From an optimization exercise on the open Yosys and OpenROAD flow, aimed at small area and few clock cycles; shortcuts taken in it are not production practice. The RTL was checked by simulation tests, not by an equivalence proof against the original design. No activity file was given, so power comes from the tool's default toggle rates.

**design/flow/flow/run.sh**
```bash
#!/bin/bash
# The standard layout (the standard.sh, unchanged synthesis and steps),
# with the port buffers made from buf_1 cells instead of the default cell
# and clock tree synthesis with clkbuf_8 buffers and no dummy loads.
set -euo pipefail
export BUFFER_PORTS_ARGS="-buffer_cell sky130_fd_sc_hd__buf_1"
export CTS_ARGS="-sink_clustering_enable -repair_clock_nets -dont_use_dummy_load -sink_clustering_size 16 -sink_clustering_max_diameter 80 -buf_list sky130_fd_sc_hd__clkbuf_8"
bash standard.sh > flow.log 2>&1
```
**design/flow/standard.sh**
```bash
#!/bin/bash
# synth_recipe.tcl (not shown) runs the flow's synth.tcl, then flattens the netlist and writes it again
# the make line also repeats each setting of config.mk as NAME=value (left out here)
make -C /OpenROAD-flow-scripts/flow DESIGN_CONFIG=/design/flow/config.mk WORK_HOME=/design/flow/orfs CLKGATE_MAP_FILE= SYNTH_SCRIPT=/design/flow/synth_recipe.tcl "${@:-finish}"
```
**design/flow/config.mk**
```make
export PLATFORM = sky130hd
export DESIGN_NAME = cpu
export DESIGN_NICKNAME = cpu
export VERILOG_FILES = /design/flow/design.v
export SDC_FILE = /design/flow/constraint.sdc
export NUM_CORES = 4
export LEC_CHECK = 0
export CAP_MARGIN = 20
export CORE_MARGIN = 2
export CORE_UTILIZATION = 30
export CTS_CLUSTER_DIAMETER = 100
export CTS_CLUSTER_SIZE = 20
export PLACE_DENSITY = 0.6
export SETUP_SLACK_MARGIN = 0.3
export SLEW_MARGIN = 25
export SYNTH_HIERARCHICAL = 1
```
**design/flow/constraint.sdc**
```tcl
create_clock -name core_clock -period 14.0 [get_ports {clk}]
set_input_delay 2.8000 -clock core_clock [delete_from_list [all_inputs] [get_ports {clk}]]
set_output_delay 2.8000 -clock core_clock [all_outputs]
set_load 0.01 [all_outputs]
```
**design/flow/design.v**
```verilog
module alu32 ( input [31:0] idata,
               input [31:0] rv1,
               input [31:0] op2,
               input is_load,
               input is_link,
               input [31:0] drdata,
               input [31:2] pc4,
               output [31:0] out,
               output [31:0] sum,
               output lt,
               output ltu,
               output eq
             );
    wire [2:0] f3 = idata[14:12];
    wire b30 = idata[30];
    wire alu_class = ~idata[6] & idata[4] & ~idata[2];    
    wire is_op = alu_class & idata[5];
    wire is_branch = idata[6] & ~idata[2];
    wire sub = is_branch | (alu_class & ~f3[2] & f3[1]) | (is_op & b30 & (f3 == 3'd0));
    wire [31:0] b = op2 ^ {32{sub}};
    wire [31:0] p = rv1 ^ b;
    wire [31:0] g = rv1 & b;
    wire cout;
    bkadd #(32) add (.p(p), .g(g), .cin(sub), .s(sum), .cout(cout));
    assign ltu = ~cout;
    assign lt = ltu ^ rv1[31] ^ op2[31];
    assign eq = &p;                      
    wire [31:0] sr;
    shifter sh (.a(rv1), .left(~f3[2]), .arith(b30), .n(op2[4:0]), .y(sr));
    wire other = is_load | is_link;
    wire r_sum = ~other & (~alu_class | (f3 == 3'd0));
    wire r_slt = ~other & alu_class & (f3[2:1] == 2'b01);
    wire s_p   = ~other & alu_class & f3[2] & ~f3[0];           
    wire s_g   = ~other & alu_class & f3[2] & f3[1];            
    wire r_sll = ~other & alu_class & (f3 == 3'd1);
    wire r_srx = ~other & alu_class & (f3 == 3'd5);
    wire [1:0] a = sum[1:0];
    wire lw  = is_load & f3[1];
    wire lbh = is_load & ~f3[1] & ~(f3[0] & a[0]);            
    wire lh  = lbh & f3[0];
    wire [3:0] lane;                                           
    assign lane[0] = lw | (lbh & ~a[1] & ~a[0]);
    assign lane[1] = lbh & ~a[1] & a[0];
    assign lane[2] = lbh & a[1] & ~a[0];
    assign lane[3] = lbh & a[1] & a[0];
    wire h0 = lw | (lh & ~a[1]);                               
    wire h1 = lh & a[1];                                       
    wire byte7 = a[1] ? (a[0] ? drdata[31] : drdata[23]) : (a[0] ? drdata[15] : drdata[7]);
    wire half15 = a[1] ? drdata[31] : drdata[15];
    wire sign = ~f3[2] & (f3[0] ? half15 : byte7);
    wire e8  = lbh & ~f3[0] & sign;                            
    wire e16 = lbh & sign;                                     
    wire slt = r_slt & (f3[0] ? ltu : lt);
    genvar i;
    for (i = 0; i < 32; i = i + 1) begin : o
        wire t0, t1, t2;
        aoi222 u0 (.a1(r_sum), .b1(sum[i]), .a2(s_p), .b2(p[i]), .a3(s_g), .b3(g[i]), .y(t0));
        aoi222 u1 (.a1(r_sll), .b1(sr[31 - i]), .a2(r_srx), .b2(sr[i]),
                   .a3(is_link), .b3(i >= 2 ? pc4[i < 2 ? 2 : i] : 1'b0), .y(t1));
        if (i < 8) begin : lo
            aoi222 u2 (.a1(lane[0]), .b1(drdata[i]), .a2(lane[1]), .b2(drdata[i + 8]),
                       .a3(lane[2]), .b3(drdata[i + 16]), .y(t2));
            if (i == 0) begin : b0
                or3n_a21 u3 (.t0(t0), .t1(t1), .t2(t2), .a1(lane[3]), .a2(drdata[i + 24]), .b(slt), .y(out[i]));
            end else begin : bn
                or3n_a2 u3 (.t0(t0), .t1(t1), .t2(t2), .a1(lane[3]), .a2(drdata[i + 24]), .y(out[i]));
            end
        end else if (i < 16) begin : mid
            or2n_a221 u3 (.t0(t0), .t1(t1), .a1(h0), .b1(drdata[i]), .a2(h1), .b2(drdata[i + 16]),
                          .c(e8), .y(out[i]));
        end else begin : hi
            or2n_a21 u3 (.t0(t0), .t1(t1), .a1(lw), .a2(drdata[i]), .b(e16), .y(out[i]));
        end
    end
endmodule
module or3n_a21 ( input t0, t1, t2, a1, a2, b, output y );
    assign y = ~(t0 & t1 & t2 & ~((a1 & a2) | b));
endmodule
module or3n_a2 ( input t0, t1, t2, a1, a2, output y );
    assign y = ~(t0 & t1 & t2 & ~(a1 & a2));
endmodule
module or2n_a221 ( input t0, t1, a1, b1, a2, b2, c, output y );
    assign y = ~(t0 & t1 & ~((a1 & b1) | (a2 & b2) | c));
endmodule
module or2n_a21 ( input t0, t1, a1, a2, b, output y );
    assign y = ~(t0 & t1 & ~((a1 & a2) | b));
endmodule
module bkadd #(parameter W = 32, parameter TOP = 16) (   
    input [W-1:0] p, input [W-1:0] g, input cin,
                                   output [W-1:0] s, output cout );
    reg [W-1:0] G, P;
    integer d, i;
    always @(*) begin
        G = g; P = p;
        G[0] = g[0] | (p[0] & cin);
        for (d = 1; d < W; d = d * 2)
            for (i = 0; i < W; i = i + 1)
                if ((i + 1) % (2 * d) == 0 && i >= d) begin
                    G[i] = G[i] | (P[i] & G[i - d]);
                    P[i] = P[i] & P[i - d];
                end
        for (d = TOP; d >= 1; d = d / 2)
            for (i = 0; i < W; i = i + 1)
                if ((i + 1) % (2 * d) == d && i > d) begin
                    G[i] = G[i] | (P[i] & G[i - d]);
                    P[i] = P[i] & P[i - d];
                end
    end
    assign s = p ^ {G[W-2:0], cin};
    assign cout = G[W-1];
endmodule
module mx2i ( input a0, input a1, input s, output y );
    assign y = ~(s ? a1 : a0);
endmodule
module shifter ( input [31:0] a, input left, input arith, input [4:0] n,
                 output [31:0] y );
    wire [31:0] t [0:5];
    wire fill = arith & a[31];
    wire [5:0] f;                        
    assign f[0] = fill;
    genvar i, k;
    for (i = 0; i < 32; i = i + 1) begin : rev
        mx2i m (.a0(a[i]), .a1(a[31 - i]), .s(left), .y(t[0][i]));
    end
    for (k = 1; k <= 5; k = k + 1) begin : lv
        assign f[k] = (k % 2) ? ~fill : fill;
        for (i = 0; i < 32; i = i + 1) begin : b
            if (i + (1 << (k - 1)) < 32) begin : m
                mx2i m (.a0(t[k-1][i]), .a1(t[k-1][i + (1 << (k - 1))]), .s(n[k-1]), .y(t[k][i]));
            end else begin : f_
                mx2i m (.a0(t[k-1][i]), .a1(f[k]), .s(n[k-1]), .y(t[k][i]));
            end
        end
    end
    assign y = t[5];
endmodule
module rdport32 ( input [31:0] sel, input [1023:0] d, output [31:0] y );
    genvar b, i;
    for (b = 0; b < 32; b = b + 1) begin : bit_
        wire [31:0] col;
        for (i = 0; i < 32; i = i + 1) begin : c
            assign col[i] = d[32*i + b];
        end
        rdbit32 u (.s(sel), .d(col), .y(y[b]));
    end
endmodule
module rdport31 ( input [30:0] sel, input [991:0] d, output [31:0] y );
    genvar b, i;
    for (b = 0; b < 32; b = b + 1) begin : bit_
        wire [30:0] col;
        for (i = 0; i < 31; i = i + 1) begin : c
            assign col[i] = d[32*i + b];
        end
        rdbit31 u (.s(sel), .d(col), .y(y[b]));
    end
endmodule
module rdbit32 ( input [31:0] s, input [31:0] d, output y );
    wire [9:0] t;
    genvar k;
    for (k = 0; k < 10; k = k + 1) begin : g
        aoi222 u (.a1(s[3*k]), .b1(d[3*k]), .a2(s[3*k+1]), .b2(d[3*k+1]),
                  .a3(s[3*k+2]), .b3(d[3*k+2]), .y(t[k]));
    end
    tail2 n (.t(t), .a1(s[30]), .b1(d[30]), .a2(s[31]), .b2(d[31]), .y(y));
endmodule
module rdbit31 ( input [30:0] s, input [30:0] d, output y );
    wire [9:0] t;
    genvar k;
    for (k = 0; k < 10; k = k + 1) begin : g
        aoi222 u (.a1(s[3*k]), .b1(d[3*k]), .a2(s[3*k+1]), .b2(d[3*k+1]),
                  .a3(s[3*k+2]), .b3(d[3*k+2]), .y(t[k]));
    end
    tail1 n (.t(t), .a(s[30]), .b(d[30]), .y(y));
endmodule
module aoi222 ( input a1, b1, a2, b2, a3, b3, output y );
    assign y = ~((a1 & b1) | (a2 & b2) | (a3 & b3));
endmodule
module tail2 ( input [9:0] t, input a1, b1, a2, b2, output y );
    wire n1, n2, u0, u1, u2;
    g_nand2 m1 (.a(a1), .b(b1), .y(n1));
    g_nand2 m2 (.a(a2), .b(b2), .y(n2));
    g_nand4 k0 (.a(t[0]), .b(t[1]), .c(t[2]), .d(t[3]), .y(u0));
    g_nand4 k1 (.a(t[4]), .b(t[5]), .c(t[6]), .d(t[7]), .y(u1));
    g_nand4 k2 (.a(t[8]), .b(t[9]), .c(n1), .d(n2), .y(u2));
    g_or3 o (.a(u0), .b(u1), .c(u2), .y(y));
endmodule
module tail1 ( input [9:0] t, input a, b, output y );
    wire n1, u0, u1, u2;
    g_nand2 m1 (.a(a), .b(b), .y(n1));
    g_nand4 k0 (.a(t[0]), .b(t[1]), .c(t[2]), .d(t[3]), .y(u0));
    g_nand4 k1 (.a(t[4]), .b(t[5]), .c(t[6]), .d(t[7]), .y(u1));
    g_nand3 k2 (.a(t[8]), .b(t[9]), .c(n1), .y(u2));
    g_or3 o (.a(u0), .b(u1), .c(u2), .y(y));
endmodule
module g_nand2 ( input a, b, output y );
    assign y = ~(a & b);
endmodule
module g_nand3 ( input a, b, c, output y );
    assign y = ~(a & b & c);
endmodule
module g_nand4 ( input a, b, c, d, output y );
    assign y = ~(a & b & c & d);
endmodule
module g_or3 ( input a, b, c, output y );
    assign y = a | b | c;
endmodule
module hold ( input we, input wn, input d, input q, output y );
    assign y = (we & d) | (wn & q);
endmodule
module wrdec ( input [4:0] a, input we, output [31:1] wen, output [31:1] wn );
    wire [3:0] hi;
    wire [7:0] lo;
    genvar i;
    for (i = 0; i < 4; i = i + 1) begin : h
        assign hi[i] = we & (a[4:3] == i);
    end
    for (i = 0; i < 8; i = i + 1) begin : l
        assign lo[i] = (a[2:0] == i);
    end
    for (i = 1; i < 32; i = i + 1) begin : d
        en2 e (.a(hi[i / 8]), .b(lo[i % 8]), .y(wen[i]), .yn(wn[i]));
    end
endmodule
module en2 ( input a, input b, output y, output yn );
    assign yn = ~(a & b);
    assign y = ~yn;
endmodule
module control ( input [31:0] idata,
                 output is_load,
                 output is_store,
                 output is_branch,
                 output is_jal,
                 output is_jalr,
                 output is_link,
                 output is_auipc,
                 output u_type,
                 output use_imm,
                 output reg_we
               );
    wire b6 = idata[6], b5 = idata[5], b4 = idata[4], b3 = idata[3], b2 = idata[2];
    assign is_load   = ~b6 & ~b5 & ~b4;
    assign is_store  = ~b6 & b5 & ~b4;
    assign is_branch = b6 & ~b2;
    assign is_jal    = b3;
    assign is_jalr   = b6 & ~b3 & b2;
    assign is_link   = b6 & b2;
    assign u_type    = ~b6 & b4 & b2;
    assign is_auipc  = u_type & ~b5;
    assign use_imm   = ~(b5 & b4 & ~b2) & ~is_branch;    
    assign reg_we    = ~is_store & ~is_branch;
endmodule
module regdec1 ( input [4:0] a, input en, input x0, output [31:0] sel );
    genvar i;
    assign sel[0] = x0;
    for (i = 1; i < 32; i = i + 1) begin : d
        assign sel[i] = en & (a == i);
    end
endmodule
module regdec2 ( input [4:0] a, output [31:1] sel );
    genvar i;
    for (i = 1; i < 32; i = i + 1) begin : d
        assign sel[i] = (a == i);
    end
endmodule
module immGen ( input [31:0] idata,
                input [31:0] rv2,
                output [31:0] op2,
                output [20:2] imm_pc
              );
    wire b6 = idata[6], b5 = idata[5], b4 = idata[4], b2 = idata[2];
    wire use_rv2 = (b5 & b4 & ~b2) | (b6 & ~b2);            
    wire u = ~use_rv2 & b4 & b2;                             
    wire s = ~b6 & ~b4 & b5;                                  
    wire i = ~use_rv2 & ~u & ~s;                             
    wire sgn = idata[31] & ~use_rv2 & ~u;                    
    assign op2[31]    = use_rv2 ? rv2[31] : idata[31];
    assign op2[30:12] = ({19{use_rv2}} & rv2[30:12]) | ({19{u}} & idata[30:12]) | {19{sgn}};
    assign op2[11:5]  = ({7{use_rv2}} & rv2[11:5]) | ({7{~use_rv2 & ~u}} & idata[31:25]);
    assign op2[4:0]   = ({5{use_rv2}} & rv2[4:0]) | ({5{i}} & idata[24:20]) | ({5{s}} & idata[11:7]);
    wire j = idata[3];
    assign imm_pc[20]    = idata[31];
    assign imm_pc[19:12] = j ? idata[19:12] : {8{idata[31]}};
    assign imm_pc[11]    = j ? idata[20] : idata[7];
    assign imm_pc[10:5]  = idata[30:25];
    assign imm_pc[4:2]   = j ? idata[24:22] : idata[11:9];
endmodule
module cpu ( input clk,
             input reset,
             output [31:0] iaddr,
             input [31:0] idata,
             output [31:0] daddr,
             input [31:0] drdata,
             output [31:0] dwdata,
             output [3:0] dwe
           );
    reg [31:2] pc;
    assign iaddr = {pc, 2'b00};
    wire is_load, is_store, is_branch, is_jal, is_jalr, is_link, is_auipc;
    wire u_type, use_imm, reg_we;
    wire [2:0] f3 = idata[14:12];
    wire [20:2] imm_pc;
    control ctl (
        .idata(idata), .is_load(is_load), .is_store(is_store),
        .is_branch(is_branch), .is_jal(is_jal), .is_jalr(is_jalr),
        .is_link(is_link), .is_auipc(is_auipc), .u_type(u_type),
        .use_imm(use_imm), .reg_we(reg_we)
    );
    wire [31:0] wdata;
    wire [1023:32] xr;                 
    wire [31:1] wen, wn;
    wrdec wd (.a(idata[11:7]), .we(reg_we), .wen(wen), .wn(wn));
    genvar k, j;
    for (k = 1; k < 32; k = k + 1) begin : x
        reg [31:0] q;
        wire [31:0] nq;
        for (j = 0; j < 32; j = j + 1) begin : b
            hold h (.we(wen[k]), .wn(wn[k]), .d(wdata[j]), .q(q[j]), .y(nq[j]));
        end
        always @(posedge clk)
            q <= nq;
        assign xr[32*k +: 32] = q;
    end
    wire [31:0] sel1;
    wire [31:1] sel2;
    regdec1 d1 (.a(idata[19:15]), .en(~u_type), .x0(is_auipc), .sel(sel1));
    regdec2 d2 (.a(idata[24:20]), .sel(sel2));
    wire [31:0] rv1, rv2;
    rdport32 p1 (.sel(sel1), .d({xr, pc, 2'b00}), .y(rv1));
    rdport31 p2 (.sel(sel2), .d(xr), .y(rv2));
    wire [31:0] op2;
    immGen ig (.idata(idata), .rv2(rv2), .op2(op2), .imm_pc(imm_pc));
    wire [31:0] alu_out, sum;
    wire lt, ltu, eq;
    wire [31:2] pc4, npc;
    alu32 alu (
        .idata(idata), .rv1(rv1), .op2(op2),
        .is_load(is_load), .is_link(is_link), .drdata(drdata), .pc4(pc4),
        .out(wdata), .sum(sum), .lt(lt), .ltu(ltu), .eq(eq)
    );
    assign daddr = sum;
    wire cond = (f3[2] ? (f3[1] ? ltu : lt) : eq) ^ f3[0];
    wire taken = is_jal | (is_branch & cond);
    pcnext pn (.pc(pc), .imm(imm_pc), .sum(sum[31:2]), .reset(reset),
               .is_jalr(is_jalr), .taken(taken), .pc4(pc4), .npc(npc));
    always @(posedge clk)
        pc <= npc;
    assign dwdata[7:0]   = rv2[7:0];
    assign dwdata[15:8]  = (f3[1] | f3[0]) ? rv2[15:8] : rv2[7:0];
    assign dwdata[23:16] = f3[1] ? rv2[23:16] : rv2[7:0];
    assign dwdata[31:24] = f3[1] ? rv2[31:24] : f3[0] ? rv2[15:8] : rv2[7:0];
    wire [1:0] a = sum[1:0];
    wire st = is_store & ~reset;
    wire a00 = ~a[1] & ~a[0];
    wire sb = ~f3[1] & ~f3[0];
    wire sh = f3[0];
    wire sw = f3[1];
    assign dwe[0] = st & a00;
    assign dwe[1] = st & ((sb & ~a[1] & a[0]) | (~sb & a00));
    assign dwe[2] = st & ((sb & a[1] & ~a[0]) | (sh & a[1] & ~a[0]) | (sw & a00));
    assign dwe[3] = st & ((sb & a[1] & a[0]) | (sh & a[1] & ~a[0]) | (sw & a00));
endmodule
module pcnext ( input [31:2] pc, input [20:2] imm, input [31:2] sum,
                input reset, input is_jalr, input taken,
                output [31:2] pc4, output [31:2] npc );
    wire [32:2] ci;
    assign ci[2] = 1'b1;
    genvar i;
    for (i = 2; i <= 31; i = i + 1) begin : inc
        assign pc4[i] = pc[i] ^ ci[i];
        assign ci[i+1] = pc[i] & ci[i];
    end
    wire [31:2] s;
    wire [21:2] c;
    assign c[2] = 1'b0;
    for (i = 2; i <= 20; i = i + 1) begin : lo
        assign s[i] = pc[i] ^ imm[i] ^ c[i];
        assign c[i+1] = (pc[i] & imm[i]) | (c[i] & (pc[i] ^ imm[i]));
    end
    wire sg = imm[20];
    wire [31:21] x;
    wire [32:21] cx, cc;
    assign cx[21] = 1'b0;
    assign cc[21] = c[21];
    for (i = 21; i <= 31; i = i + 1) begin : hi
        assign x[i] = pc[i] ^ sg ^ cx[i];
        assign cx[i+1] = (pc[i] & sg) | (cx[i] & (pc[i] ^ sg));
        assign s[i] = x[i] ^ cc[i];
        assign cc[i+1] = x[i] & cc[i];
    end
    wire s_j = ~reset & is_jalr;
    wire s_t = ~reset & ~is_jalr & taken;
    wire s_n = ~reset & ~is_jalr & ~taken;
    for (i = 2; i <= 31; i = i + 1) begin : sel
        ao222 m (.a1(s_j), .b1(sum[i]), .a2(s_t), .b2(s[i]), .a3(s_n), .b3(pc4[i]), .y(npc[i]));
    end
endmodule
module ao222 ( input a1, b1, a2, b2, a3, b3, output y );
    assign y = (a1 & b1) | (a2 & b2) | (a3 & b3);
endmodule
```
==> reports/qor.txt <==
floorplan core area = 153700 µm²
number of buffers inserted for hold repair after clock tree synthesis = 0
Total Wirelength = 259100 µm
total track usage = 31.06%
count of instances resized after the clock tree is built = 0
num rows = 144
CTS Root Buffer Type = clkbuf_8
clock period minus worst slack = 13050 ps
max-slew headroom at the worst pin = 23.87%
worst reg2reg endpoint = pc[31]
maximum buffer depth of the clock tree = 3
routability congestion estimate = 1.044
start of the worst register-to-register path = pc[2]
cell class contributing the biggest share of worst-path delay = adder cells
maximum capacitance violations = 0
RSZ-0062 raised after global routing = no
type of element capturing the critical path = flop
leakage = 20.37 nW
class of the tightest hold or removal check = flop to flop
TritonCTS Buffers = 75
yosys synthesis warning count = 9
width of the die = 396.8 µm
initial core utilization = 30.12%
Pre-antenna DRT Iters = 17
Skew-Pair Late Insertion Delay = 800 ps
Final ANT Viol Nets = 0
HPWL reported at the end of detailed placement = 166700 µm
startpoint type of the worst setup path = input port
peak ir drop on the vdd network = 0.0001174 V
result of the run = complete, no violations
worst min-delay path endpoint = x[26].q[23]
cells on worst reg2reg path = 33
number of antenna violations at the first check in global routing = 50
number of ports placed on the die boundary = 166
vias in the first global route = 43507
arrival time of the worst setup path = 13680 ps
area growth from synthesis to layout = 12.40%
total overflow reported by the global router = 0
vias per cell = 7.418
highest attainable clock frequency = 0.07660 GHz
clock tree from TritonCTS = yes
global-route wire length before repair = 352700 µm
Power per Cell Area = 211.5 nW/µm²
quantity of I/O buffers inserted on ports = 161
maximum number of pins on one net before global-route repair = 36
number of setup violations in the final report = 0
r2r setup slk = 2930 ps
synthesized area = 46290 µm²
largest fanout on the critical path = 2
y dimension of the die = 396.8 µm
detailed-route via count = 48468
number of nets at the end of the flow = 4640
Post-Syn Area per Cell = 11.40 µm²
setup repair bufs after CTS = 0
DRC marker count from the first detailed-route iteration = 12473
number of instances on the worst hold path = 1
final hold violation count = 0
DIE AREA = 157500 µm²
Period Utilization, post-route = 93.25%
per-cell routed wire length = 39.65 µm
layout cells sized above 1 = 9.672%
clock sinks = 1022
hold slack final = 507.5 ps
Remaining DRCs = 0
instance count of the mapped netlist = 4062
cell seen most often among critical-path stages = fa_1
Worst-Margin Slew = 1133 ps
HP Start = x[26].q[23]
worst clock skew on the final layout = 87.27 ps
Largest stage delay, worst path = 460 ps
Crit path required time = 14630 ps
setup TNS after final layout = 0 ps
Buffers & Inverters on Critical Path = 2
max-slew violation total from the final report = 0
kind of critical path = input port to flop
highest-delay cell along the critical path = fa_1
clock-pin slew on the worst setup and hold paths = 100 ps
deepest level of the CTS H-tree = 3
==> routing by layer <==
layer | up-vias | global-route usage, % | part of all wire [%]
met3 | 922 | 15.22 | 17
met4 | 38 | 20.62 | 8.3
met2 | 4553 | 42.51 | 39
met1 | 23918 | 37.99 | 36
met5 | - | 0.5234 | 0.13
li1 | 19037 | - | -
==> flip-flops by register name, summed over array words and instances (netlist names) <==
signal	flops
x.q	992
pc	30
==> area by class of cell <==
class	instances	area, µm²
diodes	34	85.08
clock buffers	75	1032
fillers	15682	101700
inverters	66	247.7
multi-input cells	2943	25600
flip-flops and latches	1022	20460
well taps	2044	2557
repair buffers	350	2043
==> power by group <==
part / internal, mW / total [mW] / switching, mW
clock network: 0.483 / 1.47 / 0.987
registers: 4.11 / 5.31 / 1.20
logic: 1.50 / 4.23 / 2.73
total: 6.09 / 11.0 / 4.92
==> metrics by stage <==
stage                     power, mW  setup slack, ps  instances  area (µm²)  utilization (%)
after floorplan               7.164             1029       4066       46300                -
after global placement        9.148            244.6       6423       50840            33.08
after detailed placement      9.236            248.8       6424       50860            33.10
final                         11.00            945.2       6534       52030            33.85
after global routing          11.26            642.5       6507       51960            33.81
after CTS                     10.66             1010       6499       51900            33.77
==> worst max-delay path by stage <==
stage               slack, ps  depth (start not counted)      start  endpoint
finish                    950                         35  idata[22]    pc[31]
global route              640                         35   idata[3]    pc[31]
CTS                      1010                         35  idata[22]    pc[31]
detailed placement        250                         35  idata[22]    pc[31]
global placement          240                         35  idata[22]    pc[31]
floorplan                1030                         34   idata[3]    pc[31]
==> cell usage in the layout (no fill, tap or decap), types with 23 or more instances in the layout <==
cell type and n:
nand3_1 35, a222oi_1 742, xor2_1 28, mux2i_1 207
a22o_1 992, diode_2 34, inv_1 66, nor2_1 26
ha_1 89, nand4_1 180, nor2_2 66, or3_1 65
nand2_1 178, fa_1 27, clkbuf_8 75, and2_1 37
nand4b_1 28, mux2_2 23, dfxtp_1 1022, buf_4 187
buf_1 158
Testbench counts, summed over its fixed seeds: cycles 20,776.

==> static timing again, ports no longer ideal <==
Ports are ideal in the flow. The routed layout listed here was re-timed in OpenROAD. Step 1 sets driving cells, clkbuf_16 on the clock port and buf_2 on the other inputs (assumed; they add their load-dependent delay and slew). Step 2 adds t to the input delays and takes it off the output delays; t is the mean of the earliest and latest rising clock arrival at the registers after step 1. Input paths then give back, and output paths get back, about the clock's delay inside the block. a / b / c = ideal / step 1 / step 2; a / b = the first two.
shift t [ns]: 0.826
setup slack, ns: 0.945 / 0.922 / 0.167
latest minus earliest clock arrival (ns): 0.087 / 0.087
After both steps this run still meets setup and hold. For this run, drivers alone change the setup slack by -0.023 ns; drivers and shift together by -0.778 ns.
